This is an optimization exercise on Yosys and OpenROAD, whose aim is small area, not a production implementation.
Function was checked by simulation only, so behaviour that the tests miss may differ from the original.
Power is estimated from default activity; no workload was simulated.

==> flow/design.v (outline; a module is shown in full before it is edited, if it fits) <==
// module top: 314 lines
// module demosaic: 568 lines
// module denoise: 321 lines
// module Mean: 161 lines
// module Gain: 363 lines
// module WB: 91 lines
// module gamma_122: 312 lines
module top(
	input						clk,
	input						rst_n,
	input 	[8-1:0]	pixel_in,
	input						valid_in,
	input	[2-1:0]color_in,
	input						last_col_in,
	input						last_pic_in,
	input	[3-1:0]	mode_in,
	output 	[8-1:0]	pixel_out,
	output						valid_out,
	output  [2-1:0]color_out,
	output						last_col_out,
	output						last_pic_out,
	output						finish_operation
);
  // ...
==> flow/run.sh <==
#!/bin/bash
# synth_recipe.tcl (not shown) runs the flow's synth.tcl, then flattens the netlist and writes it again
# the make line also repeats each setting of config.mk as NAME=value (left out here)
make -C /OpenROAD-flow-scripts/flow DESIGN_CONFIG=/design/flow/config.mk WORK_HOME=/design/flow/orfs CLKGATE_MAP_FILE= SYNTH_SCRIPT=/design/flow/synth_recipe.tcl finish
==> flow/config.mk <==
export PLATFORM = sky130hd
export DESIGN_NAME = top
export DESIGN_NICKNAME = top
export VERILOG_FILES = /design/flow/design.v
export SDC_FILE = /design/flow/constraint.sdc
export NUM_CORES = 4
export LEC_CHECK = 0
export CAP_MARGIN = 20
export CORE_MARGIN = 2
export CORE_UTILIZATION = 40
export SLEW_MARGIN = 20
==> flow/constraint.sdc <==
create_clock -name core_clock -period 10.0 [get_ports {clk}]
set_input_delay 2.0000 -clock core_clock [delete_from_list [all_inputs] [get_ports {clk}]]
set_output_delay 2.0000 -clock core_clock [all_outputs]
set_load 0.01 [all_outputs]
==> results_dict.tcl, run 1 <==
set metrics [dict create \
    synthSimpleGateAreaFrac_pct 12.3 \
    setup_slack_ns 1.53 \
    dr.pass1.iters 7 \
    num-nonclk-buffers 141 \
    drt_iter0_markers 5539 \
    status "no timing/DRC/antenna violations" \
    hold_path_class "register to register" \
    power_mw 17.3 \
    multi_input_area_mm2 0.0370 \
    dr.max_layer_used "met5" \
    clkTransAtPathRegs_ns 0.06 \
    grt_busiest_layer "met2" \
    max_freq_mhz 118 \
    drc 0 \
    cts.sinks 1183 \
    crit_path_start_kind "register" \
    final-clk-cell-share_pct 6.01 \
    combPwrFrac_pct 38.1 \
    p_int_mw 10.7 \
    m1WireLength_um 87700 \
    min_period_ns 8.47 \
    drtAntennaViolNets 0 \
    seqPwrFrac_pct 32.3 \
    arrival_ns 9.13 \
    final-nonclk-buf-share_pct 1.58 \
    pg_clk_mw 5.13 \
    fillCellCount 16600 \
    endpoint "denoise.pixel_out_reg[0]" \
    final_common_cell "dfrtp_1" \
    dpl_worst_slack_ns 1.69 \
    num-multi-input-gates 5204 \
    numCtsBuffers 136 \
    grt_max_degree 160 \
    fp.dieW_um 422 \
    grt_usage_pct 22.4 \
    syn_inst 7256 \
    drv_slew 0 \
    cp_max_fo 14 \
    diodes 1 \
    final_cells 9548 \
]
==> module top, before the edit <==
module top(
	input						clk,
	input						rst_n,
	input 	[8-1:0]	pixel_in,
	input						valid_in,
	input	[2-1:0]color_in,
	input						last_col_in,
	input						last_pic_in,
	input	[3-1:0]	mode_in,
	output 	[8-1:0]	pixel_out,
	output						valid_out,
	output  [2-1:0]color_out,
	output						last_col_out,
	output						last_pic_out,
	output						finish_operation
);
	reg	[8-1:0]	pixel_in_reg;    
	reg						valid_in_reg;    
	reg	[2-1:0]color_in_reg;    
	reg						last_col_in_reg; 
	reg						last_pic_in_reg; 
	reg	[3-1:0]	mode_reg;       
	reg	[8-1:0]	pixel_out_reg,   n_pixel_out_reg;
	reg						valid_out_reg,   n_valid_out_reg;
	reg	[2-1:0]color_out_reg,   n_color_out_reg;
	reg						last_col_out_reg,n_last_col_out_reg;
	reg						last_pic_out_reg,n_last_pic_out_reg;
	reg						finish_reg, n_finish_reg;
	assign pixel_out   		= pixel_out_reg;
	assign valid_out   		= valid_out_reg;
	assign color_out   		= color_out_reg;
	assign last_col_out		= last_col_out_reg;
	assign last_pic_out		= last_pic_out_reg;
	assign finish_operation = finish_reg;
	localparam  r_mean_local = 8'b00010110;
	localparam  g_mean_local = 8'b00100110;
	localparam  b_mean_local = 8'b00010110;
	localparam 	k_r_local = 16'b0000000100111010;
	localparam 	k_g_local = 16'b0000000010110101;
	localparam 	k_b_local = 16'b0000000100111010;
	wire 	[8-1:0]	pixel_in_dem;
	wire 						valid_in_dem;
	wire 	[2-1:0]color_in_dem;
	wire 						last_col_in_dem;
	wire 						last_pic_in_dem;
	wire 	[8-1:0]	pixel_out_dem;
	wire 						valid_out_dem;
	wire 	[2-1:0]color_out_dem;
	wire 						last_col_out_dem;
	wire 						last_pic_out_dem;
	assign pixel_in_dem		= mode_reg == 3'd6 || mode_reg == 3'd0 ? pixel_in_reg : 8'd0;
	assign valid_in_dem		= mode_reg == 3'd6 || mode_reg == 3'd0 ? valid_in_reg : 1'b0;		
	assign color_in_dem		= mode_reg == 3'd6 || mode_reg == 3'd0 ? color_in_reg : 2'd3;		
	assign last_col_in_dem	= mode_reg == 3'd6 || mode_reg == 3'd0 ? last_col_in_reg : 1'b0;	
	assign last_pic_in_dem	= mode_reg == 3'd6 || mode_reg == 3'd0 ? last_pic_in_reg : 1'b0;	
	wire 	[8-1:0]	pixel_in_den;
	wire 						valid_in_den;
	wire 	[2-1:0]color_in_den;
	wire 						last_col_in_den;
	wire 						last_pic_in_den;
	wire 	[8-1:0]	pixel_out_den;
	wire 						valid_out_den;
	wire 	[2-1:0]color_out_den;
	wire 						last_col_out_den;
	wire 						last_pic_out_den;
	assign pixel_in_den		= mode_reg == 3'd1 ? pixel_in_reg : pixel_out_dem;
	assign valid_in_den		= mode_reg == 3'd1 ? valid_in_reg : valid_out_dem;		
	assign color_in_den		= mode_reg == 3'd1 ? color_in_reg : color_out_dem;
	assign last_col_in_den	= mode_reg == 3'd1 ? last_col_in_reg	: last_col_out_dem;
	assign last_pic_in_den	= mode_reg == 3'd1 ? last_pic_in_reg	: last_pic_out_dem;
	wire 	[8-1:0]	pixel_in_mean;
	wire 						valid_in_mean;
	wire 	[2-1:0]color_in_mean;
	wire 						last_pic_in_mean;
	wire 	[8-1:0]	r_mean_out_mean;
	wire 	[8-1:0]	g_mean_out_mean;
	wire 	[8-1:0]	b_mean_out_mean;
	wire 						valid_out_mean;
	wire 	[2-1:0]color_out_mean;
	wire 						last_pic_out_mean;
	wire 						finish_out_mean;
	assign pixel_in_mean	=  mode_reg == 3'd2 ? pixel_in_reg : pixel_out_den;
	assign valid_in_mean	=  mode_reg == 3'd2 ? valid_in_reg : valid_out_den;		
	assign color_in_mean	=  mode_reg == 3'd2 ? color_in_reg : color_out_den;
	assign last_pic_in_mean	=  mode_reg == 3'd2 ? last_pic_in_reg	: last_pic_out_den;
	wire 						valid_in_gain;
	wire 	[8-1:0]	r_mean_in_gain;
	wire 	[8-1:0]	g_mean_in_gain;
	wire 	[8-1:0]	b_mean_in_gain;
	wire 						valid_out_gain;
	wire 	[16-1:0]	k_r_out_gain;
	wire 	[16-1:0]	k_g_out_gain;
	wire 	[16-1:0]	k_b_out_gain;
	assign valid_in_gain 	= mode_reg == 3'd3 ? valid_in_reg : finish_out_mean;
	assign r_mean_in_gain	= mode_reg == 3'd3 ? r_mean_local : r_mean_out_mean;
	assign g_mean_in_gain	= mode_reg == 3'd3 ? g_mean_local : g_mean_out_mean;
	assign b_mean_in_gain	= mode_reg == 3'd3 ? b_mean_local : b_mean_out_mean;
	wire						valid_value_in_wb;
	wire 	[8-1:0]	pixel_in_wb;
	wire 	[2-1:0]color_in_wb;
	wire						valid_gain_in_wb;
	wire 						last_pic_in_wb;
	wire 	[16-1:0]	k_r_in_wb;
	wire 	[16-1:0]	k_g_in_wb;
	wire 	[16-1:0]	k_b_in_wb;
	wire						valid_value_out_wb;
	wire 	[8-1:0]	pixel_out_wb;
	wire 	[2-1:0]color_out_wb;
	wire 						last_pic_out_wb;
	assign valid_value_in_wb	= valid_in_reg;
	assign pixel_in_wb			= pixel_in_reg; 
	assign color_in_wb			= color_in_reg;
	assign last_pic_in_wb		= last_pic_in_reg;
	assign valid_gain_in_wb		= mode_reg == 3'd4 ? last_col_in : valid_out_gain;  
	assign k_r_in_wb			= mode_reg == 3'd4 ? k_r_local :  k_r_out_gain;
	assign k_g_in_wb			= mode_reg == 3'd4 ? k_g_local :  k_g_out_gain;
	assign k_b_in_wb			= mode_reg == 3'd4 ? k_b_local :  k_b_out_gain;
	wire 	[8-1:0]	pixel_in_gamma;
	wire 						valid_in_gamma;
	wire 	[2-1:0]color_in_gamma;
	wire 						last_pic_in_gamma;
	wire 	[8-1:0]	pixel_out_gamma;
	wire 						valid_out_gamma;
	wire 	[2-1:0]color_out_gamma;
	wire 						last_pic_out_gamma;
	assign pixel_in_gamma 		= mode_reg == 3'd5 ? pixel_in_reg : pixel_out_wb;
	assign valid_in_gamma		= mode_reg == 3'd5 ? valid_in_reg : valid_value_out_wb;
	assign color_in_gamma		= mode_reg == 3'd5 ? color_in_reg : color_out_wb;
	assign last_pic_in_gamma	= mode_reg == 3'd5 ? last_pic_out_reg : last_pic_out_wb;
demosaic demosaic(
	.clk(clk),
	.rst_n(rst_n),
	.valid(valid_in_dem),
	.data_in(pixel_in_dem),
	.end_col(last_col_in_dem),
	.end_pic(last_pic_in_dem),
	.RGB_valid(valid_out_dem),
	.RGB_data(pixel_out_dem),
	.color(color_out_dem),
	.col_last(last_col_out_dem),
	.pic_last(last_pic_out_dem)
);
denoise denoise(
	.clk(clk),
	.rst_n(rst_n),
	.pixel_in(pixel_in_den),
	.valid_in(valid_in_den),
	.color_in(color_in_den),
	.last_col_in(last_col_in_den),
	.last_pic_in(last_pic_in_den),
	.pixel_out(pixel_out_den),
	.valid_out(valid_out_den),
	.color_out(color_out_den),
	.last_col_out(last_col_out_den),
	.last_pic_out(last_pic_out_den)
);
Mean mean(
	.clk(clk), 
	.rst_n(rst_n),
	.valid_i(valid_in_mean),   
	.color_i(color_in_mean),
	.value_i(pixel_in_mean),
	.last_i(last_pic_in_mean),  
	.size_i(5'd20),  
	.r_mean_o(r_mean_out_mean),
	.g_mean_o(g_mean_out_mean),
	.b_mean_o(b_mean_out_mean),
	.valid_o(valid_out_mean),	 
	.color_o(color_out_mean),	 
	.last_o(last_pic_out_mean),	 
	.finish_o(finish_out_mean)
);
Gain gain(
	.clk(clk),
	.rst_n(rst_n),
	.valid_i(valid_in_gain),
	.r_mean_i(r_mean_in_gain),
	.g_mean_i(g_mean_in_gain),
	.b_mean_i(b_mean_in_gain),
	.K_R_o(k_r_out_gain),
	.K_G_o(k_g_out_gain),
	.K_B_o(k_b_out_gain),
	.valid_gain_o(valid_out_gain)  
	);
WB wb(
	.clk(clk),
	.rst_n(rst_n),
	.valid_value_i(valid_value_in_wb),  
	.color_i(color_in_wb),
	.value_i(pixel_in_wb),
	.valid_gain_i(valid_gain_in_wb),
	.last_i(last_pic_in_wb),
	.K_R(k_r_in_wb),
	.K_G(k_g_in_wb),
	.K_B(k_b_in_wb),
	.value_o(pixel_out_wb),
	.valid_o(valid_value_out_wb),
	.color_o(color_out_wb),
	.last_o(last_pic_out_wb)
	);
gamma_122 gamma(
	.clk(clk),
	.rst_n(rst_n),
	.pixel_in(pixel_in_gamma),
	.valid_in(valid_in_gamma),
	.color_in(color_in_gamma),
	.last_pic_in(last_pic_in_gamma),
	.pixel_out(pixel_out_gamma),
	.valid_out(valid_out_gamma),
	.color_out(color_out_gamma),
	.last_pic_out(last_pic_out_gamma)
);
always@(*) begin
	n_pixel_out_reg = pixel_out_reg;
	n_valid_out_reg = valid_out_reg;
	n_color_out_reg = color_out_reg;
	n_last_col_out_reg = 1'b0;
	n_last_pic_out_reg = 1'b0;
	n_finish_reg = 1'b0; 
	case(mode_reg)
		3'd0:begin
			n_pixel_out_reg =    pixel_out_dem;
			n_valid_out_reg =    valid_out_dem;
			n_color_out_reg =    color_out_dem;
			n_last_col_out_reg = last_col_out_dem;
			n_last_pic_out_reg = last_pic_out_dem;
			n_finish_reg = color_out_dem == 2'd2 && last_col_out_dem; 
		end
		3'd1:begin
			n_pixel_out_reg =    pixel_out_den;
			n_valid_out_reg =    valid_out_den;
			n_color_out_reg =    color_out_den;
			n_last_col_out_reg = last_col_out_den;
			n_last_pic_out_reg = last_pic_out_den;
			n_finish_reg = color_out_den == 2'd2 && last_col_out_den; 
		end
		3'd2:begin
			n_pixel_out_reg =    color_out_mean == 2'd0 ? r_mean_out_mean :
								 color_out_mean == 2'd1 ? g_mean_out_mean :
								 b_mean_out_mean;
			n_valid_out_reg =    valid_out_mean;
			n_color_out_reg =    color_out_mean;
			n_last_pic_out_reg = last_pic_out_mean;
			n_finish_reg = finish_out_mean; 
		end
		3'd3:begin
			n_pixel_out_reg = 	 k_r_out_gain;
			n_valid_out_reg =    valid_out_gain;
			n_color_out_reg =    2'd0;
			n_last_pic_out_reg = 1'b0;
			n_finish_reg = valid_out_gain; 
		end
		3'd4:begin
			n_pixel_out_reg = 	 pixel_out_wb;
			n_valid_out_reg =    valid_value_out_wb;
			n_color_out_reg =    color_out_wb;
			n_last_pic_out_reg = last_pic_out_wb;
			n_finish_reg = color_out_wb == 2'd2 && last_pic_out_wb; 
		end
		3'd5: begin
			n_pixel_out_reg = 	 pixel_out_gamma;
			n_valid_out_reg = 	 valid_out_gamma;
			n_color_out_reg = 	 color_out_gamma;
			n_last_pic_out_reg = last_pic_out_gamma;
			n_finish_reg	= 	 color_out_gamma == 2'd2 && last_pic_out_gamma;
		end
		3'd6: begin
			n_pixel_out_reg = 	 pixel_out_den;   
			n_valid_out_reg =    valid_out_den;  
			n_color_out_reg =    color_out_den;  
			n_last_col_out_reg = last_col_out_den;
			n_last_pic_out_reg = last_pic_out_den;
			n_finish_reg = valid_out_gain; 
		end
		3'd7: begin
			n_pixel_out_reg =    pixel_out_gamma;
			n_valid_out_reg = 	 valid_out_gamma;
			n_color_out_reg = 	 color_out_gamma;
			n_last_pic_out_reg = last_pic_out_gamma;
			n_finish_reg	= 	 color_out_gamma == 2'd2 && last_pic_out_gamma;
		end
	endcase
end
always@(posedge clk or negedge rst_n) begin
	if(!rst_n) begin
		pixel_in_reg	<= 0;    
		valid_in_reg    <= 0;
		color_in_reg    <= 2'd3;
		last_col_in_reg <= 0; 
		last_pic_in_reg <= 0;
		mode_reg		<= 3'd0;
		pixel_out_reg	<= 0 ;  
		valid_out_reg	<= 0;
		color_out_reg	<= 2'd3;   
		last_col_out_reg <= 0;
		last_pic_out_reg <= 0;
		finish_reg 		<=  0;
	end 
	else begin
		pixel_in_reg 	<= pixel_in;     
		valid_in_reg 	<= valid_in;
		color_in_reg 	<= color_in;
		last_col_in_reg <=  last_col_in;
		last_pic_in_reg <=  last_pic_in;
		mode_reg 		<= mode_in;
		pixel_out_reg 	<= n_pixel_out_reg;
		valid_out_reg 	<= n_valid_out_reg;
		color_out_reg 	<= n_color_out_reg;
		last_col_out_reg <= n_last_col_out_reg;
		last_pic_out_reg <= n_last_pic_out_reg;
		finish_reg 		<=  n_finish_reg;
	end
end
endmodule
==> run 2: changes to the inputs <==
==> flow/design.v (replaced) <==
module top(
	input						clk,
	input						rst_n,
	input 	[8-1:0]	pixel_in,
	input						valid_in,
	input	[2-1:0]color_in,
	input						last_col_in,
	input						last_pic_in,
	input	[3-1:0]	mode_in,
	output 	[8-1:0]	pixel_out,
	output						valid_out,
	output  [2-1:0]color_out,
	output						last_col_out,
	output						last_pic_out,
	output						finish_operation
);
	reg	[8-1:0]	pixel_in_reg;    
	reg						valid_in_reg;    
	reg	[2-1:0]color_in_reg;    
	reg						last_col_in_reg; 
	reg						last_pic_in_reg; 
	reg	[3-1:0]	mode_reg;       
	reg	[8-1:0]	pixel_out_reg,   n_pixel_out_reg;
	reg						valid_out_reg,   n_valid_out_reg;
	reg	[2-1:0]color_out_reg,   n_color_out_reg;
	reg						last_col_out_reg,n_last_col_out_reg;
	reg						last_pic_out_reg,n_last_pic_out_reg;
	reg						finish_reg, n_finish_reg;
	assign pixel_out   		= pixel_out_reg;
	assign valid_out   		= valid_out_reg;
	assign color_out   		= color_out_reg;
	assign last_col_out		= last_col_out_reg;
	assign last_pic_out		= last_pic_out_reg;
	assign finish_operation = finish_reg;
	localparam  r_mean_local = 8'b00010110;
	localparam  g_mean_local = 8'b00100110;
	localparam  b_mean_local = 8'b00010110;
	localparam 	k_r_local = 16'b0000000100111010;
	localparam 	k_g_local = 16'b0000000010110101;
	localparam 	k_b_local = 16'b0000000100111010;
	wire 	[8-1:0]	pixel_in_dem;
	wire 						valid_in_dem;
	wire 	[2-1:0]color_in_dem;
	wire 						last_col_in_dem;
	wire 						last_pic_in_dem;
	wire 	[8-1:0]	pixel_out_dem;
	wire 						valid_out_dem;
	wire 	[2-1:0]color_out_dem;
	wire 						last_col_out_dem;
	wire 						last_pic_out_dem;
	assign pixel_in_dem		= mode_reg == 3'd6 || mode_reg == 3'd0 ? pixel_in_reg : 8'd0;
	assign valid_in_dem		= mode_reg == 3'd6 || mode_reg == 3'd0 ? valid_in_reg : 1'b0;		
	assign color_in_dem		= mode_reg == 3'd6 || mode_reg == 3'd0 ? color_in_reg : 2'd3;		
	assign last_col_in_dem	= mode_reg == 3'd6 || mode_reg == 3'd0 ? last_col_in_reg : 1'b0;	
	assign last_pic_in_dem	= mode_reg == 3'd6 || mode_reg == 3'd0 ? last_pic_in_reg : 1'b0;	
	wire 	[8-1:0]	pixel_in_den;
	wire 						valid_in_den;
	wire 	[2-1:0]color_in_den;
	wire 						last_col_in_den;
	wire 						last_pic_in_den;
	wire 	[8-1:0]	pixel_out_den;
	wire 						valid_out_den;
	wire 	[2-1:0]color_out_den;
	wire 						last_col_out_den;
	wire 						last_pic_out_den;
	assign pixel_in_den		= mode_reg == 3'd1 ? pixel_in_reg : pixel_out_dem;
	assign valid_in_den		= mode_reg == 3'd1 ? valid_in_reg : valid_out_dem;		
	assign color_in_den		= mode_reg == 3'd1 ? color_in_reg : color_out_dem;
	assign last_col_in_den	= mode_reg == 3'd1 ? last_col_in_reg	: last_col_out_dem;
	assign last_pic_in_den	= mode_reg == 3'd1 ? last_pic_in_reg	: last_pic_out_dem;
	wire 	[8-1:0]	pixel_in_mean;
	wire 						valid_in_mean;
	wire 	[2-1:0]color_in_mean;
	wire 						last_pic_in_mean;
	wire 	[8-1:0]	r_mean_out_mean;
	wire 	[8-1:0]	g_mean_out_mean;
	wire 	[8-1:0]	b_mean_out_mean;
	wire 						valid_out_mean;
	wire 	[2-1:0]color_out_mean;
	wire 						last_pic_out_mean;
	wire 						finish_out_mean;
	assign pixel_in_mean	=  mode_reg == 3'd2 ? pixel_in_reg : pixel_out_den;
	assign valid_in_mean	=  mode_reg == 3'd2 ? valid_in_reg : valid_out_den;		
	assign color_in_mean	=  mode_reg == 3'd2 ? color_in_reg : color_out_den;
	assign last_pic_in_mean	=  mode_reg == 3'd2 ? last_pic_in_reg	: last_pic_out_den;
	wire 						valid_in_gain;
	wire 	[8-1:0]	r_mean_in_gain;
	wire 	[8-1:0]	g_mean_in_gain;
	wire 	[8-1:0]	b_mean_in_gain;
	wire 						valid_out_gain;
	wire 	[16-1:0]	k_r_out_gain;
	wire 	[16-1:0]	k_g_out_gain;
	wire 	[16-1:0]	k_b_out_gain;
	assign valid_in_gain 	= mode_reg == 3'd3 ? valid_in_reg : finish_out_mean;
	assign r_mean_in_gain	= mode_reg == 3'd3 ? r_mean_local : r_mean_out_mean;
	assign g_mean_in_gain	= mode_reg == 3'd3 ? g_mean_local : g_mean_out_mean;
	assign b_mean_in_gain	= mode_reg == 3'd3 ? b_mean_local : b_mean_out_mean;
	wire						valid_value_in_wb;
	wire 	[8-1:0]	pixel_in_wb;
	wire 	[2-1:0]color_in_wb;
	wire						valid_gain_in_wb;
	wire 						last_pic_in_wb;
	wire 	[16-1:0]	k_r_in_wb;
	wire 	[16-1:0]	k_g_in_wb;
	wire 	[16-1:0]	k_b_in_wb;
	wire						valid_value_out_wb;
	wire 	[8-1:0]	pixel_out_wb;
	wire 	[2-1:0]color_out_wb;
	wire 						last_pic_out_wb;
	assign valid_value_in_wb	= valid_in_reg;
	assign pixel_in_wb			= pixel_in_reg; 
	assign color_in_wb			= color_in_reg;
	assign last_pic_in_wb		= last_pic_in_reg;
	assign valid_gain_in_wb		= mode_reg == 3'd4 ? last_col_in : valid_out_gain;  
	assign k_r_in_wb			= mode_reg == 3'd4 ? k_r_local :  k_r_out_gain;
	assign k_g_in_wb			= mode_reg == 3'd4 ? k_g_local :  k_g_out_gain;
	assign k_b_in_wb			= mode_reg == 3'd4 ? k_b_local :  k_b_out_gain;
	wire 	[8-1:0]	pixel_in_gamma;
	wire 						valid_in_gamma;
	wire 	[2-1:0]color_in_gamma;
	wire 						last_pic_in_gamma;
	wire 	[8-1:0]	pixel_out_gamma;
	wire 						valid_out_gamma;
	wire 	[2-1:0]color_out_gamma;
	wire 						last_pic_out_gamma;
	assign pixel_in_gamma 		= mode_reg == 3'd5 ? pixel_in_reg : pixel_out_wb;
	assign valid_in_gamma		= mode_reg == 3'd5 ? valid_in_reg : valid_value_out_wb;
	assign color_in_gamma		= mode_reg == 3'd5 ? color_in_reg : color_out_wb;
	assign last_pic_in_gamma	= mode_reg == 3'd5 ? last_pic_out_reg : last_pic_out_wb;
	reg last_col_d;
	wire [8-1:0] pixel_in_d;
	wire last_pic_d;
	always@(posedge clk or negedge rst_n) begin
		if(!rst_n) last_col_d <= 1'b0;
		else last_col_d <= last_col_in_reg;
	end
demosaic demosaic(
	.clk(clk),
	.rst_n(rst_n),
	.valid(valid_in_dem),
	.data_in_r(pixel_in_d),
	.end_col_r(last_col_d),
	.end_pic_r(last_pic_d),
	.RGB_valid(valid_out_dem),
	.RGB_data(pixel_out_dem),
	.color(color_out_dem),
	.col_last(last_col_out_dem),
	.pic_last(last_pic_out_dem)
);
denoise denoise(
	.clk(clk),
	.rst_n(rst_n),
	.pixel_in(pixel_in_den),
	.valid_in(valid_in_den),
	.last_col_in(last_col_in_den),
	.last_pic_in(last_pic_in_den),
	.pixel_out(pixel_out_den),
	.valid_out(valid_out_den),
	.color_out(color_out_den),
	.last_col_out(last_col_out_den),
	.last_pic_out(last_pic_out_den)
);
Mean mean(
	.clk(clk), 
	.rst_n(rst_n),
	.valid_i(valid_in_mean),   
	.color_i(color_in_mean),
	.value_i(pixel_in_mean),
	.last_i(last_pic_in_mean),  
	.r_mean_o(r_mean_out_mean),
	.g_mean_o(g_mean_out_mean),
	.b_mean_o(b_mean_out_mean),
	.valid_o(valid_out_mean),	 
	.color_o(color_out_mean),	 
	.last_o(last_pic_out_mean),	 
	.finish_o(finish_out_mean)
);
Gain gain(
	.clk(clk),
	.rst_n(rst_n),
	.valid_i(valid_in_gain),
	.r_mean_i(r_mean_in_gain),
	.g_mean_i(g_mean_in_gain),
	.b_mean_i(b_mean_in_gain),
	.K_R_o(k_r_out_gain),
	.K_G_o(k_g_out_gain),
	.K_B_o(k_b_out_gain),
	.valid_gain_o(valid_out_gain)  
	);
WB wb(
	.clk(clk),
	.rst_n(rst_n),
	.valid_value_i(valid_value_in_wb),  
	.color_i(color_in_wb),
	.value_i(pixel_in_wb),
	.valid_gain_i(valid_gain_in_wb),
	.last_i(last_pic_in_wb),
	.K_R(k_r_in_wb[11:4]),
	.K_G(k_g_in_wb[11:4]),
	.K_B(k_b_in_wb[11:4]),
	.value_r(pixel_in_d),
	.last_tmp(last_pic_d),
	.value_o(pixel_out_wb),
	.valid_o(valid_value_out_wb),
	.color_o(color_out_wb),
	.last_o(last_pic_out_wb)
	);
gamma_122 gamma(
	.clk(clk),
	.rst_n(rst_n),
	.pixel_in(pixel_in_gamma),
	.valid_in(valid_in_gamma),
	.color_in(color_in_gamma),
	.last_pic_in(last_pic_in_gamma),
	.pixel_out(pixel_out_gamma),
	.valid_out(valid_out_gamma),
	.color_out(color_out_gamma),
	.last_pic_out(last_pic_out_gamma)
);
always@(*) begin
	n_pixel_out_reg = pixel_out_reg;
	n_valid_out_reg = valid_out_reg;
	n_color_out_reg = color_out_reg;
	n_last_col_out_reg = 1'b0;
	n_last_pic_out_reg = 1'b0;
	n_finish_reg = 1'b0; 
	case(mode_reg)
		3'd0:begin
			n_pixel_out_reg =    pixel_out_dem;
			n_valid_out_reg =    valid_out_dem;
			n_color_out_reg =    color_out_dem;
			n_last_col_out_reg = last_col_out_dem;
			n_last_pic_out_reg = last_pic_out_dem;
			n_finish_reg = color_out_dem == 2'd2 && last_col_out_dem; 
		end
		3'd1:begin
			n_pixel_out_reg =    pixel_out_den;
			n_valid_out_reg =    valid_out_den;
			n_color_out_reg =    color_out_den;
			n_last_col_out_reg = last_col_out_den;
			n_last_pic_out_reg = last_pic_out_den;
			n_finish_reg = color_out_den == 2'd2 && last_col_out_den; 
		end
		3'd2:begin
			n_pixel_out_reg =    color_out_mean == 2'd0 ? r_mean_out_mean :
								 color_out_mean == 2'd1 ? g_mean_out_mean :
								 b_mean_out_mean;
			n_valid_out_reg =    valid_out_mean;
			n_color_out_reg =    color_out_mean;
			n_last_pic_out_reg = last_pic_out_mean;
			n_finish_reg = finish_out_mean; 
		end
		3'd3:begin
			n_pixel_out_reg = 	 k_r_out_gain;
			n_valid_out_reg =    valid_out_gain;
			n_color_out_reg =    2'd0;
			n_last_pic_out_reg = 1'b0;
			n_finish_reg = valid_out_gain; 
		end
		3'd4:begin
			n_pixel_out_reg = 	 pixel_out_wb;
			n_valid_out_reg =    valid_value_out_wb;
			n_color_out_reg =    color_out_wb;
			n_last_pic_out_reg = last_pic_out_wb;
			n_finish_reg = color_out_wb == 2'd2 && last_pic_out_wb; 
		end
		3'd5: begin
			n_pixel_out_reg = 	 pixel_out_gamma;
			n_valid_out_reg = 	 valid_out_gamma;
			n_color_out_reg = 	 color_out_gamma;
			n_last_pic_out_reg = last_pic_out_gamma;
			n_finish_reg	= 	 color_out_gamma == 2'd2 && last_pic_out_gamma;
		end
		3'd6: begin
			n_pixel_out_reg = 	 pixel_out_den;   
			n_valid_out_reg =    valid_out_den;  
			n_color_out_reg =    color_out_den;  
			n_last_col_out_reg = last_col_out_den;
			n_last_pic_out_reg = last_pic_out_den;
			n_finish_reg = valid_out_gain; 
		end
		3'd7: begin
			n_pixel_out_reg =    pixel_out_gamma;
			n_valid_out_reg = 	 valid_out_gamma;
			n_color_out_reg = 	 color_out_gamma;
			n_last_pic_out_reg = last_pic_out_gamma;
			n_finish_reg	= 	 color_out_gamma == 2'd2 && last_pic_out_gamma;
		end
	endcase
end
always@(posedge clk or negedge rst_n) begin
	if(!rst_n) begin
		pixel_in_reg	<= 0;    
		valid_in_reg    <= 0;
		color_in_reg    <= 2'd3;
		last_col_in_reg <= 0; 
		last_pic_in_reg <= 0;
		mode_reg		<= 3'd0;
		pixel_out_reg	<= 0 ;  
		valid_out_reg	<= 0;
		color_out_reg	<= 2'd3;   
		last_col_out_reg <= 0;
		last_pic_out_reg <= 0;
		finish_reg 		<=  0;
	end 
	else begin
		pixel_in_reg 	<= pixel_in;     
		valid_in_reg 	<= valid_in;
		color_in_reg 	<= color_in;
		last_col_in_reg <=  last_col_in;
		last_pic_in_reg <=  last_pic_in;
		mode_reg 		<= mode_in;
		pixel_out_reg 	<= n_pixel_out_reg;
		valid_out_reg 	<= n_valid_out_reg;
		color_out_reg 	<= n_color_out_reg;
		last_col_out_reg <= n_last_col_out_reg;
		last_pic_out_reg <= n_last_pic_out_reg;
		finish_reg 		<=  n_finish_reg;
	end
end
endmodule
module demosaic(
        clk,
        rst_n,
        valid,           
        data_in_r,       
        end_col_r,       
        end_pic_r,       
        RGB_valid,
        RGB_data,
        color,
        col_last,
        pic_last
        );
input           clk;
input           rst_n;
input           valid;
input   [7:0]   data_in_r;
input           end_col_r;
input           end_pic_r;
output          RGB_valid;
output  [7:0]   RGB_data;
output  [1:0]   color;
output          col_last;
output          pic_last;
localparam  P_INIT1 = 2'd0;
localparam  P_INIT2 = 2'd1;
localparam  P_NEW   = 2'd2;
localparam  P_PAT   = 2'd3;
localparam  L_IDLE  = 2'd0;
localparam  L_R     = 2'd1;
localparam  L_G     = 2'd2;
localparam  L_B     = 2'd3;
reg         valid_r;
reg [1:0]   phase_r;
reg         ctype_r;         
reg [2:0]   counter_r;
reg [1:0]   lstate_r;
reg [127:0] xs;              
reg [8:0]   s1_r, s2_r;      
reg [7:0]   r_n, g_n, b_n;
reg         cl_buf, pl_buf;
reg         RGB_valid_r;
reg [7:0]   RGB_data_r;
reg [1:0]   color_r;
reg         col_last_r;
reg         pic_last_r;
assign RGB_valid = RGB_valid_r;
assign RGB_data = RGB_data_r;
assign color = color_r;
assign col_last = col_last_r;
assign pic_last = pic_last_r;
wire [7:0]  x8   = xs[63:56];
wire [7:0]  x9   = xs[71:64];
wire [7:0]  x10  = xs[79:72];
wire [7:0]  x16  = xs[127:120];
wire [8:0]  s0   = data_in_r + x16;
wire [8:0]  ver  = x8 + x10;
wire [9:0]  ud   = s0 + s2_r;
wire [9:0]  hv   = s1_r + ver;
wire [7:0]  vX   = ud[9:2];
wire [7:0]  vY   = hv[9:2];
wire [7:0]  vH   = s1_r[8:1];
wire [7:0]  vV   = ver[8:1];
wire [7:0]  vC   = x9;
wire        odd  = counter_r[0];
reg  [7:0]  r_w, g_w, b_w;
always @(*) begin
    g_w = (ctype_r ^ odd) ? vC : vY;
    case ({ctype_r, odd})
        2'b00: begin r_w = vX; b_w = vC; end    
        2'b01: begin r_w = vH; b_w = vV; end    
        2'b10: begin r_w = vV; b_w = vH; end    
        default: begin r_w = vC; b_w = vX; end  
    endcase
end
wire        load = valid_r && (lstate_r == L_IDLE || lstate_r == L_B);
wire        pat  = (phase_r == P_PAT);
always @(posedge clk) begin
    if (valid_r) begin
        xs <= {xs[119:0], data_in_r};
        s1_r <= s0;
        s2_r <= s1_r;
    end
    r_n <= r_w;
    if (load) begin
        g_n <= g_w;
        b_n <= b_w;
        cl_buf <= end_col_r;
        pl_buf <= end_pic_r;
    end
end
always @(posedge clk or negedge rst_n) begin
    if (!rst_n) begin
        valid_r <= 1'b0;
        phase_r <= P_INIT1;
        ctype_r <= 1'b0;
        counter_r <= 3'd0;
        lstate_r <= L_IDLE;
        RGB_valid_r <= 1'b0;
        RGB_data_r <= 8'd0;
        color_r <= 2'd0;
        col_last_r <= 1'b0;
        pic_last_r <= 1'b0;
    end
    else begin
        valid_r <= valid;
        if (valid_r) begin
            case (phase_r)
                P_INIT1: begin
                    counter_r <= counter_r + 3'd1;
                    if (counter_r == 3'd7) phase_r <= P_INIT2;
                end
                P_INIT2: begin
                    counter_r <= counter_r + 3'd1;
                    if (counter_r == 3'd7) begin
                        phase_r <= P_NEW;
                        ctype_r <= 1'b0;
                    end
                end
                P_NEW: begin
                    counter_r <= counter_r + 3'd1;
                    if (counter_r[0]) phase_r <= P_PAT;
                end
                default: begin
                    if (end_col_r) begin
                        phase_r <= P_INIT1;
                        counter_r <= 3'd0;
                    end
                    else begin
                        counter_r <= counter_r + 3'd1;
                        if (counter_r == 3'd7) begin
                            phase_r <= P_NEW;
                            ctype_r <= ~ctype_r;
                        end
                    end
                end
            endcase
        end
        case (lstate_r)
            L_IDLE: begin
                RGB_valid_r <= 1'b0;
                col_last_r <= 1'b0;
                pic_last_r <= 1'b0;
                if (load && pat) lstate_r <= L_R;
            end
            L_R: begin
                lstate_r <= L_G;
                RGB_valid_r <= 1'b1;
                RGB_data_r <= r_n;
                color_r <= 2'd0;
                col_last_r <= cl_buf;
                pic_last_r <= pl_buf;
            end
            L_G: begin
                lstate_r <= L_B;
                RGB_valid_r <= 1'b1;
                RGB_data_r <= g_n;
                color_r <= 2'd1;
            end
            default: begin
                lstate_r <= (load && pat) ? L_R : L_IDLE;
                RGB_valid_r <= 1'b1;
                RGB_data_r <= b_n;
                color_r <= 2'd2;
            end
        endcase
    end
end
endmodule
module denoise(
	input			clk,
	input			rst_n,
	input 	[8-1:0]	pixel_in,
	input			valid_in,
	input			last_col_in,
	input			last_pic_in,
	output 	[8-1:0]	pixel_out,
	output			valid_out,
	output  [2-1:0]	color_out,
	output			last_col_out,
	output			last_pic_out
);
localparam INIT_12 	= 2'd0;
localparam INIT_2	= 2'd1;
localparam OUT 		= 2'd3;
localparam VOID		= 2'd3;
reg	[7:0]	pixel_in_reg;
reg			valid_in_reg;
reg			last_col_in_reg;
reg			last_pic_in_reg;
reg	[7:0]	pixel_out_reg;
reg			valid_out_reg;
reg	[1:0]	color_out_reg;
reg			last_col_out_reg;
reg			last_pic_out_reg;
assign pixel_out = pixel_out_reg;
assign valid_out = valid_out_reg;
assign color_out = color_out_reg;
assign last_col_out = last_col_out_reg;
assign last_pic_out = last_pic_out_reg;
reg [1:0]	state_0;
reg [2:0]	counter_0;
reg [1:0]	valid_count_0;
reg			init_12_last_flag;
reg			last_col_1, last_col_2;
reg			last_pic_1, last_pic_2;
reg [1:0]	oc_1, oc_2;			 
reg [7:0]	q_1, q_2;			 
reg [287:0]	line;				 
reg			full18, full36;		 
reg [9:0]	sum6_r, sum3_r, sum6_g, sum3_g, sum6_b, sum3_b;
wire		adv  = valid_in_reg && valid_count_0 == 2'd2;
wire		wrap = counter_0 == 3'd5;
wire [7:0]	pos8 = full18 ? line[143:136] : 8'd0;
wire [7:0]	pos7 = full36 ? line[287:280] : 8'd0;
wire [9:0]	h    = pos7 + pos8 + pixel_in_reg;
reg  [9:0]	s6, s3;
always @(*) begin
	case (valid_count_0)
		2'd0: begin s6 = sum6_r; s3 = sum3_r; end
		2'd1: begin s6 = sum6_g; s3 = sum3_g; end
		default: begin s6 = sum6_b; s3 = sum3_b; end
	endcase
end
wire [11:0]	sum9 = h + s3 + s6;
wire [24:0]	prod = sum9 * 13'd1821;
wire [7:0]	q_0  = prod[21:14];
wire		upd = valid_in_reg && (state_0 == OUT || state_0 == INIT_2);
always @(posedge clk) begin
	if (valid_in_reg) line <= {line[279:0], pixel_in_reg};
end
always @(posedge clk or negedge rst_n) begin
	if(!rst_n) begin
		pixel_in_reg  <= 0;
		valid_in_reg  <= 0;
		last_col_in_reg   <= 0;
		last_pic_in_reg   <= 0;
		pixel_out_reg <= 0;
		valid_out_reg <= 0;
		color_out_reg <= 0;
		last_col_out_reg  <= 0;
		last_pic_out_reg  <= 0;
		state_0 <= INIT_12;
		counter_0 <= 0;
		valid_count_0 <= 0;
		init_12_last_flag <= 0;
		last_col_1 <= 0;
		last_col_2 <= 0;
		last_pic_1 <= 0;
		last_pic_2 <= 0;
		oc_1 <= VOID;
		oc_2 <= VOID;
		q_1 <= 0;
		q_2 <= 0;
		full18 <= 0;
		full36 <= 0;
		sum6_r <= 0;
		sum3_r <= 0;
		sum6_g <= 0;
		sum3_g <= 0;
		sum6_b <= 0;
		sum3_b <= 0;
	end
	else begin
		pixel_in_reg  <= pixel_in;
		valid_in_reg  <= valid_in;
		last_col_in_reg   <= last_col_in;
		last_pic_in_reg   <= last_pic_in;
		init_12_last_flag <= state_0 == INIT_12 ? ((valid_count_0 == 2'd2 && wrap) ? 1'b1 : init_12_last_flag) : 1'b0;
		case (state_0)
			INIT_12: begin
				if (adv && wrap && init_12_last_flag) state_0 <= INIT_2;
				if (adv) counter_0 <= wrap ? 3'd0 : counter_0 + 3'd1;
			end
			INIT_2: begin
				if (adv && counter_0 == 3'd1) state_0 <= OUT;
				if (adv) counter_0 <= counter_0 + 3'd1;
			end
			default: begin
				if (adv && wrap) state_0 <= last_col_1 ? INIT_12 : INIT_2;
				if (adv) counter_0 <= wrap ? 3'd0 : counter_0 + 3'd1;
			end
		endcase
		if (valid_in_reg) begin
			valid_count_0 <= valid_count_0 == 2'd2 ? 2'd0 : valid_count_0 + 2'd1;
			if (valid_count_0 == 2'd2 && wrap) begin
				full18 <= 1'b1;
				if (full18) full36 <= 1'b1;
			end
		end
		if (upd) begin
			case (valid_count_0)
				2'd0: begin sum6_r <= h; sum3_r <= sum6_r; end
				2'd1: begin sum6_g <= h; sum3_g <= sum6_g; end
				default: begin sum6_b <= h; sum3_b <= sum6_b; end
			endcase
		end
		oc_1 <= (valid_in_reg && state_0 == OUT) ? valid_count_0 : VOID;
		q_1 <= q_0;
		last_col_1 <= last_col_in_reg;
		last_pic_1 <= last_pic_in_reg;
		oc_2 <= oc_1;
		q_2 <= q_1;
		last_col_2 <= last_col_1;
		last_pic_2 <= last_pic_1;
		pixel_out_reg <= q_2;
		valid_out_reg <= oc_2 != VOID;
		color_out_reg <= oc_2;
		last_col_out_reg <= last_col_2;
		last_pic_out_reg <= last_pic_2;
	end
end
endmodule
module Mean(
	clk,
	rst_n,
	valid_i,
	color_i,
	value_i,
	last_i,
	r_mean_o,
	g_mean_o,
	b_mean_o,
	valid_o,
	color_o,
	last_o,
	finish_o
	);
	localparam RED = 2'd0;
	localparam GREEN = 2'd1;
	localparam BLUE = 2'd2;
	input clk, rst_n, valid_i, last_i;
	input [1:0] color_i;
	input [7:0] value_i;
	output valid_o, last_o;
	output reg finish_o;
	output [1:0] color_o;
	output [7:0] r_mean_o, g_mean_o, b_mean_o;
	reg valid_r, last_r;
	reg [1:0] color_r;
	reg [7:0] value_r, value_d;
	reg valid_tmp, last_tmp, finish_tmp;
	reg [1:0] color_tmp;
	reg [1:0] last_state_r;
	reg [27:0] acc_r, acc_g, acc_b;
	assign valid_o = valid_tmp;
	assign last_o = last_tmp;
	assign color_o = color_tmp;
	assign r_mean_o = acc_r[27:20];
	assign g_mean_o = acc_g[27:20];
	assign b_mean_o = acc_b[27:20];
	reg [27:0] acc_sel;
	always @(*) begin
		case (color_tmp)
			RED:     acc_sel = acc_r;
			GREEN:   acc_sel = acc_g;
			default: acc_sel = acc_b;
		endcase
	end
	wire [27:0] acc_sum = acc_sel + value_d;
	always @(posedge clk) begin
		value_r <= value_i;
		value_d <= value_r;
	end
	always @(posedge clk or negedge rst_n) begin
		if (~rst_n) begin
			valid_r <= 0;
			last_r <= 0;
			color_r <= 0;
			valid_tmp <= 0;
			last_tmp <= 0;
			color_tmp <= 0;
			finish_tmp <= 0;
			finish_o <= 0;
			last_state_r <= 0;
			acc_r <= 0;
			acc_g <= 0;
			acc_b <= 0;
		end
		else begin
			valid_r <= valid_i;
			last_r <= last_i;
			color_r <= color_i;
			valid_tmp <= valid_r;
			last_tmp <= last_r;
			color_tmp <= color_r;
			finish_o <= finish_tmp;
			finish_tmp <= last_state_r == 2'd3 ? 1'b1 :
			              last_state_r == 2'd0 ? 1'b0 : finish_o;
			case (last_state_r)
				2'd3: last_state_r <= 2'd0;
				default: if (last_i) last_state_r <= last_state_r + 2'd1;
			endcase
			if (valid_tmp) begin
				case (color_tmp)
					RED:   acc_r <= acc_sum;
					GREEN: acc_g <= acc_sum;
					BLUE:  acc_b <= acc_sum;
					default: ;
				endcase
			end
		end
	end
endmodule
module gain_div(
	input             clk,
	input             rst_n,
	input             valid_r,
	input      [7:0]  mean_i,
	input      [7:0]  k_mean_r,
	output reg [15:0] k_tmp,
	output reg        finish
	);
	localparam IDLE = 2'd0;
	localparam FIND = 2'd1;
	localparam CALC = 2'd2;
	localparam DONE = 2'd3;
	reg [1:0]  state;
	reg [3:0]  counter;
	reg [2:0]  msb;
	reg [15:0] dvs;       
	reg [15:0] rem;       
	wire       found = dvs[msb];
	wire       ge    = rem >= dvs;
	always @(posedge clk or negedge rst_n) begin
		if (~rst_n) begin
			state   <= IDLE;
			counter <= 0;
			msb     <= 3'd7;
			finish  <= 0;
			dvs     <= 0;
			rem     <= 0;
			k_tmp   <= 0;
		end
		else begin
			case (state)
				IDLE: begin
					rem <= {k_mean_r, 8'd0};
					if (valid_r) state <= FIND;
					else         dvs <= {8'd0, mean_i};
				end
				FIND: begin
					if (found) begin
						state   <= CALC;
						counter <= {1'b0, msb};
						dvs     <= dvs << (4'd15 - {1'b0, msb});
					end
					else msb <= msb - 3'd1;
				end
				CALC: begin
					if (counter == 4'd15) begin
						state   <= DONE;
						counter <= 0;
					end
					else counter <= counter + 4'd1;
					if (ge) rem <= rem - dvs;
					k_tmp <= {k_tmp[14:0], ge};
					dvs   <= {1'b0, dvs[15:1]};
				end
				default: begin
					finish <= 1'b1;
					state  <= IDLE;
				end
			endcase
		end
	end
endmodule
module Gain(
	clk,
	rst_n,
	valid_i,
	r_mean_i,
	g_mean_i,
	b_mean_i,
	K_R_o,
	K_G_o,
	K_B_o,
	valid_gain_o
	);
	input clk, rst_n, valid_i;
	input [7:0] r_mean_i, g_mean_i, b_mean_i;
	output valid_gain_o;
	output reg [15:0] K_R_o, K_G_o, K_B_o;
	wire [9:0]  msum = r_mean_i + g_mean_i + b_mean_i;
	wire [20:0] mprod = msum * 11'd683;
	reg valid_r;
	reg [7:0] K_mean_r;
	wire [15:0] K_R_tmp, K_G_tmp, K_B_tmp;
	wire finish_R, finish_G, finish_B;
	assign valid_gain_o = finish_R & finish_G & finish_B;
	gain_div div_r(.clk(clk), .rst_n(rst_n), .valid_r(valid_r), .mean_i(r_mean_i),
		.k_mean_r(K_mean_r), .k_tmp(K_R_tmp), .finish(finish_R));
	gain_div div_g(.clk(clk), .rst_n(rst_n), .valid_r(valid_r), .mean_i(g_mean_i),
		.k_mean_r(K_mean_r), .k_tmp(K_G_tmp), .finish(finish_G));
	gain_div div_b(.clk(clk), .rst_n(rst_n), .valid_r(valid_r), .mean_i(b_mean_i),
		.k_mean_r(K_mean_r), .k_tmp(K_B_tmp), .finish(finish_B));
	always@(posedge clk or negedge rst_n) begin
		if(~rst_n) begin
			K_mean_r 	<= 0;
			valid_r  	<= 0;
			K_R_o 		<= 0;
			K_G_o	 	<= 0;
			K_B_o		<= 0;
		end
		else begin
			K_mean_r 	<= mprod[18:11];
			valid_r  	<= valid_i;
			K_R_o 		<= K_R_tmp;
			K_G_o 		<= K_G_tmp;
			K_B_o 		<= K_B_tmp;
		end
	end
endmodule
module WB(
	clk,
	rst_n,
	valid_value_i,
	color_i,
	value_i,
	valid_gain_i,
	last_i,
	K_R,
	K_G,
	K_B,
	value_r,
	last_tmp,
	value_o,
	valid_o,
	color_o,
	last_o
	);
	input clk, rst_n, valid_value_i, valid_gain_i, last_i;
	input [1:0] color_i;
	input [7:0] value_i;
	input [7:0] K_R, K_G, K_B;		 
	output reg [7:0] value_r;
	output reg last_tmp;
	output reg valid_o;
	output [1:0] color_o;
	output reg last_o;
	output reg [7:0] value_o;
	reg valid_tmp;
	reg [1:0] color_r, color_tmp;
	reg [7:0] k_sel;
	assign color_o = color_tmp;
	wire valid_w = valid_value_i & valid_gain_i;
	reg [7:0] k_w;
	always @(*) begin
		if (!valid_w) k_w = 8'd0;
		else case (color_i)
			2'd0: k_w = K_R;
			2'd1: k_w = K_G;
			2'd2: k_w = K_B;
			default: k_w = 8'd1;
		endcase
	end
	wire [15:0] value_tmp = k_sel * value_r;
	wire [7:0] value_tmp_2 = value_tmp[15:12] != 4'd0 ? 8'hff : value_tmp[11:4];
	always @(posedge clk or negedge rst_n) begin
		if(~rst_n) begin
			valid_tmp <= 1'd0;
			color_r 	<= 2'd0;
			color_tmp 	<= 2'd0;
			value_r 	<= 8'd0;
			k_sel 	<= 8'd0;
			last_o 	<= 0;
			last_tmp<= 0;
			valid_o <= 0;
			value_o	<= 0;
		end
		else begin
			valid_tmp <= valid_w;
			color_r 	<= color_i;
			color_tmp 	<= color_r;
			value_r <= value_i;
			k_sel 	<= k_w;
			last_tmp <= last_i;
			last_o 	<= last_tmp;
			valid_o <= valid_tmp;
			value_o <= value_tmp_2;
		end
	end
endmodule
module gamma_122(
	input			clk,
	input			rst_n,
	input 	[8-1:0]	pixel_in,
	input			valid_in,
	input	[2-1:0]	color_in,
	input			last_pic_in,
	output 	[8-1:0]	pixel_out,
	output			valid_out,
	output  [2-1:0]	color_out,
	output			last_pic_out
);
reg	[8-1:0]	pixel_in_reg;
reg						valid_in_reg;
reg	[2-1:0]				color_in_reg;
reg						last_pic_in_reg;
reg	[8-1:0]	pixel_out_reg, n_pixel_out_reg;
reg						valid_out_reg, n_valid_out_reg;
reg	[2-1:0]				color_out_reg, n_color_out_reg;
reg						last_pic_out_reg, n_last_pic_out_reg;
assign pixel_out = pixel_out_reg;
assign valid_out = valid_out_reg;
assign color_out = color_out_reg;
assign last_pic_out = last_pic_out_reg;
always@(*) begin
	n_valid_out_reg = valid_in_reg;
	n_color_out_reg = color_in_reg;
	n_last_pic_out_reg = last_pic_in_reg;
end
always@(*) begin
	case(pixel_in_reg)
		8'd0:    n_pixel_out_reg = 8'd0;
		8'd1:    n_pixel_out_reg = 8'd20;
		8'd2:    n_pixel_out_reg = 8'd28;
		8'd3:    n_pixel_out_reg = 8'd33;
		8'd4:    n_pixel_out_reg = 8'd38;
		8'd5:    n_pixel_out_reg = 8'd42;
		8'd6:    n_pixel_out_reg = 8'd46;
		8'd7:    n_pixel_out_reg = 8'd49;
		8'd8:    n_pixel_out_reg = 8'd52;
		8'd9:    n_pixel_out_reg = 8'd55;
		8'd10:   n_pixel_out_reg = 8'd58;
		8'd11:   n_pixel_out_reg = 8'd61;
		8'd12:   n_pixel_out_reg = 8'd63;
		8'd13:   n_pixel_out_reg = 8'd65;
		8'd14:   n_pixel_out_reg = 8'd68;
		8'd15:   n_pixel_out_reg = 8'd70;
		8'd16:   n_pixel_out_reg = 8'd72;
		8'd17:   n_pixel_out_reg = 8'd74;
		8'd18:   n_pixel_out_reg = 8'd76;
		8'd19:   n_pixel_out_reg = 8'd78;
		8'd20:   n_pixel_out_reg = 8'd80;
		8'd21:   n_pixel_out_reg = 8'd81;
		8'd22:   n_pixel_out_reg = 8'd83;
		8'd23:   n_pixel_out_reg = 8'd85;
		8'd24:   n_pixel_out_reg = 8'd87;
		8'd25:   n_pixel_out_reg = 8'd88;
		8'd26:   n_pixel_out_reg = 8'd90;
		8'd27:   n_pixel_out_reg = 8'd91;
		8'd28:   n_pixel_out_reg = 8'd93;
		8'd29:   n_pixel_out_reg = 8'd94;
		8'd30:   n_pixel_out_reg = 8'd96;
		8'd31:   n_pixel_out_reg = 8'd97;
		8'd32:   n_pixel_out_reg = 8'd99;
		8'd33:   n_pixel_out_reg = 8'd100;
		8'd34:   n_pixel_out_reg = 8'd102;
		8'd35:   n_pixel_out_reg = 8'd103;
		8'd36:   n_pixel_out_reg = 8'd104;
		8'd37:   n_pixel_out_reg = 8'd106;
		8'd38:   n_pixel_out_reg = 8'd107;
		8'd39:   n_pixel_out_reg = 8'd108;
		8'd40:   n_pixel_out_reg = 8'd109;
		8'd41:   n_pixel_out_reg = 8'd111;
		8'd42:   n_pixel_out_reg = 8'd112;
		8'd43:   n_pixel_out_reg = 8'd113;
		8'd44:   n_pixel_out_reg = 8'd114;
		8'd45:   n_pixel_out_reg = 8'd115;
		8'd46:   n_pixel_out_reg = 8'd117;
		8'd47:   n_pixel_out_reg = 8'd118;
		8'd48:   n_pixel_out_reg = 8'd119;
		8'd49:   n_pixel_out_reg = 8'd120;
		8'd50:   n_pixel_out_reg = 8'd121;
		8'd51:   n_pixel_out_reg = 8'd122;
		8'd52:   n_pixel_out_reg = 8'd123;
		8'd53:   n_pixel_out_reg = 8'd124;
		8'd54:   n_pixel_out_reg = 8'd125;
		8'd55:   n_pixel_out_reg = 8'd126;
		8'd56:   n_pixel_out_reg = 8'd128;
		8'd57:   n_pixel_out_reg = 8'd129;
		8'd58:   n_pixel_out_reg = 8'd130;
		8'd59:   n_pixel_out_reg = 8'd131;
		8'd60:   n_pixel_out_reg = 8'd132;
		8'd61:   n_pixel_out_reg = 8'd133;
		8'd62:   n_pixel_out_reg = 8'd134;
		8'd63:   n_pixel_out_reg = 8'd135;
		8'd64:   n_pixel_out_reg = 8'd136;
		8'd65:   n_pixel_out_reg = 8'd136;
		8'd66:   n_pixel_out_reg = 8'd137;
		8'd67:   n_pixel_out_reg = 8'd138;
		8'd68:   n_pixel_out_reg = 8'd139;
		8'd69:   n_pixel_out_reg = 8'd140;
		8'd70:   n_pixel_out_reg = 8'd141;
		8'd71:   n_pixel_out_reg = 8'd142;
		8'd72:   n_pixel_out_reg = 8'd143;
		8'd73:   n_pixel_out_reg = 8'd144;
		8'd74:   n_pixel_out_reg = 8'd145;
		8'd75:   n_pixel_out_reg = 8'd146;
		8'd76:   n_pixel_out_reg = 8'd147;
		8'd77:   n_pixel_out_reg = 8'd147;
		8'd78:   n_pixel_out_reg = 8'd148;
		8'd79:   n_pixel_out_reg = 8'd149;
		8'd80:   n_pixel_out_reg = 8'd150;
		8'd81:   n_pixel_out_reg = 8'd151;
		8'd82:   n_pixel_out_reg = 8'd152;
		8'd83:   n_pixel_out_reg = 8'd153;
		8'd84:   n_pixel_out_reg = 8'd153;
		8'd85:   n_pixel_out_reg = 8'd154;
		8'd86:   n_pixel_out_reg = 8'd155;
		8'd87:   n_pixel_out_reg = 8'd156;
		8'd88:   n_pixel_out_reg = 8'd157;
		8'd89:   n_pixel_out_reg = 8'd158;
		8'd90:   n_pixel_out_reg = 8'd158;
		8'd91:   n_pixel_out_reg = 8'd159;
		8'd92:   n_pixel_out_reg = 8'd160;
		8'd93:   n_pixel_out_reg = 8'd161;
		8'd94:   n_pixel_out_reg = 8'd162;
		8'd95:   n_pixel_out_reg = 8'd162;
		8'd96:   n_pixel_out_reg = 8'd163;
		8'd97:   n_pixel_out_reg = 8'd164;
		8'd98:   n_pixel_out_reg = 8'd165;
		8'd99:   n_pixel_out_reg = 8'd165;
		8'd100:      n_pixel_out_reg = 8'd166;
		8'd101:      n_pixel_out_reg = 8'd167;
		8'd102:      n_pixel_out_reg = 8'd168;
		8'd103:      n_pixel_out_reg = 8'd168;
		8'd104:      n_pixel_out_reg = 8'd169;
		8'd105:      n_pixel_out_reg = 8'd170;
		8'd106:      n_pixel_out_reg = 8'd171;
		8'd107:      n_pixel_out_reg = 8'd171;
		8'd108:      n_pixel_out_reg = 8'd172;
		8'd109:      n_pixel_out_reg = 8'd173;
		8'd110:      n_pixel_out_reg = 8'd174;
		8'd111:      n_pixel_out_reg = 8'd174;
		8'd112:      n_pixel_out_reg = 8'd175;
		8'd113:      n_pixel_out_reg = 8'd176;
		8'd114:      n_pixel_out_reg = 8'd176;
		8'd115:      n_pixel_out_reg = 8'd177;
		8'd116:      n_pixel_out_reg = 8'd178;
		8'd117:      n_pixel_out_reg = 8'd178;
		8'd118:      n_pixel_out_reg = 8'd179;
		8'd119:      n_pixel_out_reg = 8'd180;
		8'd120:      n_pixel_out_reg = 8'd181;
		8'd121:      n_pixel_out_reg = 8'd181;
		8'd122:      n_pixel_out_reg = 8'd182;
		8'd123:      n_pixel_out_reg = 8'd183;
		8'd124:      n_pixel_out_reg = 8'd183;
		8'd125:      n_pixel_out_reg = 8'd184;
		8'd126:      n_pixel_out_reg = 8'd185;
		8'd127:      n_pixel_out_reg = 8'd185;
		8'd128:      n_pixel_out_reg = 8'd186;
		8'd129:      n_pixel_out_reg = 8'd187;
		8'd130:      n_pixel_out_reg = 8'd187;
		8'd131:      n_pixel_out_reg = 8'd188;
		8'd132:      n_pixel_out_reg = 8'd189;
		8'd133:      n_pixel_out_reg = 8'd189;
		8'd134:      n_pixel_out_reg = 8'd190;
		8'd135:      n_pixel_out_reg = 8'd190;
		8'd136:      n_pixel_out_reg = 8'd191;
		8'd137:      n_pixel_out_reg = 8'd192;
		8'd138:      n_pixel_out_reg = 8'd192;
		8'd139:      n_pixel_out_reg = 8'd193;
		8'd140:      n_pixel_out_reg = 8'd194;
		8'd141:      n_pixel_out_reg = 8'd194;
		8'd142:      n_pixel_out_reg = 8'd195;
		8'd143:      n_pixel_out_reg = 8'd196;
		8'd144:      n_pixel_out_reg = 8'd196;
		8'd145:      n_pixel_out_reg = 8'd197;
		8'd146:      n_pixel_out_reg = 8'd197;
		8'd147:      n_pixel_out_reg = 8'd198;
		8'd148:      n_pixel_out_reg = 8'd199;
		8'd149:      n_pixel_out_reg = 8'd199;
		8'd150:      n_pixel_out_reg = 8'd200;
		8'd151:      n_pixel_out_reg = 8'd200;
		8'd152:      n_pixel_out_reg = 8'd201;
		8'd153:      n_pixel_out_reg = 8'd202;
		8'd154:      n_pixel_out_reg = 8'd202;
		8'd155:      n_pixel_out_reg = 8'd203;
		8'd156:      n_pixel_out_reg = 8'd203;
		8'd157:      n_pixel_out_reg = 8'd204;
		8'd158:      n_pixel_out_reg = 8'd205;
		8'd159:      n_pixel_out_reg = 8'd205;
		8'd160:      n_pixel_out_reg = 8'd206;
		8'd161:      n_pixel_out_reg = 8'd206;
		8'd162:      n_pixel_out_reg = 8'd207;
		8'd163:      n_pixel_out_reg = 8'd208;
		8'd164:      n_pixel_out_reg = 8'd208;
		8'd165:      n_pixel_out_reg = 8'd209;
		8'd166:      n_pixel_out_reg = 8'd209;
		8'd167:      n_pixel_out_reg = 8'd210;
		8'd168:      n_pixel_out_reg = 8'd210;
		8'd169:      n_pixel_out_reg = 8'd211;
		8'd170:      n_pixel_out_reg = 8'd212;
		8'd171:      n_pixel_out_reg = 8'd212;
		8'd172:      n_pixel_out_reg = 8'd213;
		8'd173:      n_pixel_out_reg = 8'd213;
		8'd174:      n_pixel_out_reg = 8'd214;
		8'd175:      n_pixel_out_reg = 8'd214;
		8'd176:      n_pixel_out_reg = 8'd215;
		8'd177:      n_pixel_out_reg = 8'd216;
		8'd178:      n_pixel_out_reg = 8'd216;
		8'd179:      n_pixel_out_reg = 8'd217;
		8'd180:      n_pixel_out_reg = 8'd217;
		8'd181:      n_pixel_out_reg = 8'd218;
		8'd182:      n_pixel_out_reg = 8'd218;
		8'd183:      n_pixel_out_reg = 8'd219;
		8'd184:      n_pixel_out_reg = 8'd219;
		8'd185:      n_pixel_out_reg = 8'd220;
		8'd186:      n_pixel_out_reg = 8'd220;
		8'd187:      n_pixel_out_reg = 8'd221;
		8'd188:      n_pixel_out_reg = 8'd222;
		8'd189:      n_pixel_out_reg = 8'd222;
		8'd190:      n_pixel_out_reg = 8'd223;
		8'd191:      n_pixel_out_reg = 8'd223;
		8'd192:      n_pixel_out_reg = 8'd224;
		8'd193:      n_pixel_out_reg = 8'd224;
		8'd194:      n_pixel_out_reg = 8'd225;
		8'd195:      n_pixel_out_reg = 8'd225;
		8'd196:      n_pixel_out_reg = 8'd226;
		8'd197:      n_pixel_out_reg = 8'd226;
		8'd198:      n_pixel_out_reg = 8'd227;
		8'd199:      n_pixel_out_reg = 8'd227;
		8'd200:      n_pixel_out_reg = 8'd228;
		8'd201:      n_pixel_out_reg = 8'd228;
		8'd202:      n_pixel_out_reg = 8'd229;
		8'd203:      n_pixel_out_reg = 8'd229;
		8'd204:      n_pixel_out_reg = 8'd230;
		8'd205:      n_pixel_out_reg = 8'd230;
		8'd206:      n_pixel_out_reg = 8'd231;
		8'd207:      n_pixel_out_reg = 8'd231;
		8'd208:      n_pixel_out_reg = 8'd232;
		8'd209:      n_pixel_out_reg = 8'd232;
		8'd210:      n_pixel_out_reg = 8'd233;
		8'd211:      n_pixel_out_reg = 8'd233;
		8'd212:      n_pixel_out_reg = 8'd234;
		8'd213:      n_pixel_out_reg = 8'd234;
		8'd214:      n_pixel_out_reg = 8'd235;
		8'd215:      n_pixel_out_reg = 8'd235;
		8'd216:      n_pixel_out_reg = 8'd236;
		8'd217:      n_pixel_out_reg = 8'd236;
		8'd218:      n_pixel_out_reg = 8'd237;
		8'd219:      n_pixel_out_reg = 8'd237;
		8'd220:      n_pixel_out_reg = 8'd238;
		8'd221:      n_pixel_out_reg = 8'd238;
		8'd222:      n_pixel_out_reg = 8'd239;
		8'd223:      n_pixel_out_reg = 8'd239;
		8'd224:      n_pixel_out_reg = 8'd240;
		8'd225:      n_pixel_out_reg = 8'd240;
		8'd226:      n_pixel_out_reg = 8'd241;
		8'd227:      n_pixel_out_reg = 8'd241;
		8'd228:      n_pixel_out_reg = 8'd242;
		8'd229:      n_pixel_out_reg = 8'd242;
		8'd230:      n_pixel_out_reg = 8'd243;
		8'd231:      n_pixel_out_reg = 8'd243;
		8'd232:      n_pixel_out_reg = 8'd244;
		8'd233:      n_pixel_out_reg = 8'd244;
		8'd234:      n_pixel_out_reg = 8'd245;
		8'd235:      n_pixel_out_reg = 8'd245;
		8'd236:      n_pixel_out_reg = 8'd246;
		8'd237:      n_pixel_out_reg = 8'd246;
		8'd238:      n_pixel_out_reg = 8'd247;
		8'd239:      n_pixel_out_reg = 8'd247;
		8'd240:      n_pixel_out_reg = 8'd248;
		8'd241:      n_pixel_out_reg = 8'd248;
		8'd242:      n_pixel_out_reg = 8'd249;
		8'd243:      n_pixel_out_reg = 8'd249;
		8'd244:      n_pixel_out_reg = 8'd249;
		8'd245:      n_pixel_out_reg = 8'd250;
		8'd246:      n_pixel_out_reg = 8'd250;
		8'd247:      n_pixel_out_reg = 8'd251;
		8'd248:      n_pixel_out_reg = 8'd251;
		8'd249:      n_pixel_out_reg = 8'd252;
		8'd250:      n_pixel_out_reg = 8'd252;
		8'd251:      n_pixel_out_reg = 8'd253;
		8'd252:      n_pixel_out_reg = 8'd253;
		8'd253:      n_pixel_out_reg = 8'd254;
		8'd254:      n_pixel_out_reg = 8'd254;
		8'd255:      n_pixel_out_reg = 8'd255;
		default:     n_pixel_out_reg = 8'd0;
	endcase
end
always@(posedge clk or negedge rst_n)
	if(!rst_n) begin
		pixel_in_reg <= 0;
		valid_in_reg <= 0;
		color_in_reg <= 0;
		last_pic_in_reg <= 0;
		pixel_out_reg <= 0;
		valid_out_reg <= 0;
		color_out_reg <= 0;
		last_pic_out_reg <= 0;
	end
	else begin
		pixel_in_reg <= pixel_in;
		valid_in_reg <= valid_in;
		color_in_reg <= color_in;
		last_pic_in_reg <= last_pic_in;
		pixel_out_reg <= n_pixel_out_reg;
		valid_out_reg <= n_valid_out_reg;
		color_out_reg <= n_color_out_reg;
		last_pic_out_reg <= n_last_pic_out_reg;
	end
endmodule
--- a/flow/config.mk
+++ b/flow/config.mk
@@ -8,4 +8,6 @@
 export CAP_MARGIN = 20
 export CORE_MARGIN = 2
 export CORE_UTILIZATION = 40
+export CTS_BUF_LIST = sky130_fd_sc_hd__clkbuf_4
+export CTS_CLUSTER_SIZE = 20
 export SLEW_MARGIN = 20
==> run 2 against run 1 <==
Compared with the run above: setup slack got worse by 0.97 ns; synthesized cell count is 43% lower; wire length shrank 47%.
==> results_dict.tcl, run 2 <==
set metrics [dict create \
    status "no timing/DRC/antenna violations" \
    slowest_delay_ns 0.56 \
    drv_slew 0 \
    path_depth 39 \
    grt_usage_pct 17.2 \
    power.static_leakage_nw 24.4 \
    hold_path_class "register to register" \
    drt_iter0_markers 2302 \
    combPwrFrac_pct 38.1 \
    arrival_ns 10.41 \
    setup_slack_ns 0.557 \
    crit_slowest_cell "or4_4" \
    startpoint "denoise.full36" \
    dpl_worst_slack_ns 0.122 \
    antenna_found_initial 7 \
    synthSimpleGateAreaFrac_pct 8.72 \
    min_period_ns 9.44 \
    grt_max_degree 158 \
    p_int_mw 10.5 \
    cts.sinks 998 \
    final_common_cell "dfrtp_1" \
    crit_path_start_kind "register" \
    syn_inst 4141 \
    dr.pass1.iters 7 \
    post-route-period-util_pct 94.4 \
    final_cells 6178 \
    dpl.hpwl_um 71700 \
    drc 0 \
    end_kind "register" \
    drtAntennaViolNets 0 \
    multi_input_area_mm2 0.0207 \
    seq_area_mm2 0.0271 \
    synth.largest_area_cell "edfxtp_1" \
    hold_violations 0 \
    endpoint "denoise.q_1[6]" \
    ioPinCount 32 \
    max_freq_mhz 106 \
    synth_top_area_share_pct 27.5 \
    crit_top_cell "inv_1" \
    numCtsBuffers 289 \
    cp_max_fo 5 \
    clk_latency_ns 1.21 \
    ys_ff_latch 998 \
    fillCellCount 11300 \
    synthXorXnorAreaFrac_pct 3.01 \
    seqPwrFrac_pct 39.9 \
    fp.dieW_um 355 \
    clkTransAtPathRegs_ns 0.07 \
    portBuffers 31 \
]
run 2: logic make-up after synthesis:
family          count (synthesis)
compound gates                888
xor+xnor                      170
fa+ha+maj                     442
buf+inv                       475
flops                         998
mux                           237
simple gates                  931
run 2: metrics by stage:
stage | util (%) | instance area, um^2 | total power [mW] | hold slack, ns | TNS (ns)
after CTS | 45.0 | 55000 | 16.8 | 0.294 | 0
after global placement | 42.1 | 51500 | 12.8 | 0.312 | 0
final | 45.2 | 55200 | 16.6 | 0.308 | 0
after detailed placement | 42.1 | 51500 | 12.9 | 0.313 | 0
after global routing | 45.2 | 55200 | 18.1 | 0.311 | -0.0359
after floorplan | - | 49400 | 11.3 | 0.310 | 0
run 2: layout make-up:
class | instances | area share [%]
tap | 1625 | 3.68
clock buffer | 425 | 5.78
antenna | 5 | 0.0227
sequential | 998 | 49.2
clock inverter | 59 | 0.521
inverter | 323 | 2.20
multi-input combinational | 2668 | 37.4
timing repair buffer | 75 | 1.25
run 2: layer usage:
metal / vias up / track usage [%] / share of wire [%]
li1: 15400 / - / -
met2: 718 / 25.3 / 44
met5: - / 0 / 0
met1: 15600 / 25.5 / 50
met3: 143 / 3.78 / 4.7
met4: 0 / 5.16 / 1.5
run 2: worst reg2reg max path: cells and delay by family, from the launching register on:
| kind | cells | cell delay, ns |
|---|---|---|
| AND/OR/NAND/NOR | 7 | 1.21 |
| XOR/XNOR | 4 | 0.81 |
| adder cells (fa/ha/maj) | 11 | 4.38 |
| flip-flops | 1 | 0.42 |
| buffers and inverters | 7 | 0.47 |
| AO/OA/AOI/OAI | 10 | 1.97 |
run 2: worst min path at each step:
stage,start,endpoint,slack (ns),depth (start not counted)
after floorplan,mean.value_r[0],mean.value_d[0],0.31,0
after global placement,mean.value_r[5],mean.value_d[5],0.31,0
after detailed placement,mean.value_r[3],mean.value_d[3],0.31,0
after CTS,mean.value_r[2],mean.value_d[2],0.29,0
after global routing,mean.value_r[2],mean.value_d[2],0.31,0
final,mean.value_r[2],mean.value_d[2],0.31,0
run 2: what timing repair did:
item | in CTS | in global routing
hold buffers | 0 | 0
endpoints found under the setup margin | 1 | 7
pin swaps | 0 | 12
setup buffers | 0 | 7
resized for setup | 1 | 33
run 2: power by group through the flow:
stage / clock (mW) / combinational, mW / sequential, mW
6_report: 3.66 / 6.33 / 6.64
5_1_grt: 4.07 / 7.27 / 6.80
4_1_cts: 3.83 / 6.27 / 6.66
3_5_place_dp: 0 / 6.21 / 6.71
3_3_place_gp: 0 / 6.13 / 6.70
2_1_floorplan: 0 / 4.81 / 6.52

-- what the ideal ports hide --
In the flow no input, the clock included, has a driving cell. The finished layouts below were timed again as built, in two steps. Step 1 sets driving cells, clkbuf_16 on the clock port and buf_2 on the other inputs (assumed; they add their load-dependent delay and slew). Step 2 also shifts input and output timing later by t, the mid clock arrival at the registers, as if the neighbouring blocks saw the same clock. a / b / c = no drivers / after step 1 / after step 2; a / b = the first two.
| run | shift t [ns] | setup WS [ns] | hold WS [ns] | worst slew at a driven data input, ns |
|---|---|---|---|---|
| run 1 | 0.845 | 1.530 / 1.530 / 1.530 | 0.344 / 0.344 / 0.344 | 0.14 |
| run 2 | 1.200 | 0.557 / 0.557 / 0.557 | 0.308 / 0.308 / 0.308 | 0.08 |
After both steps every run listed still meets setup and hold.
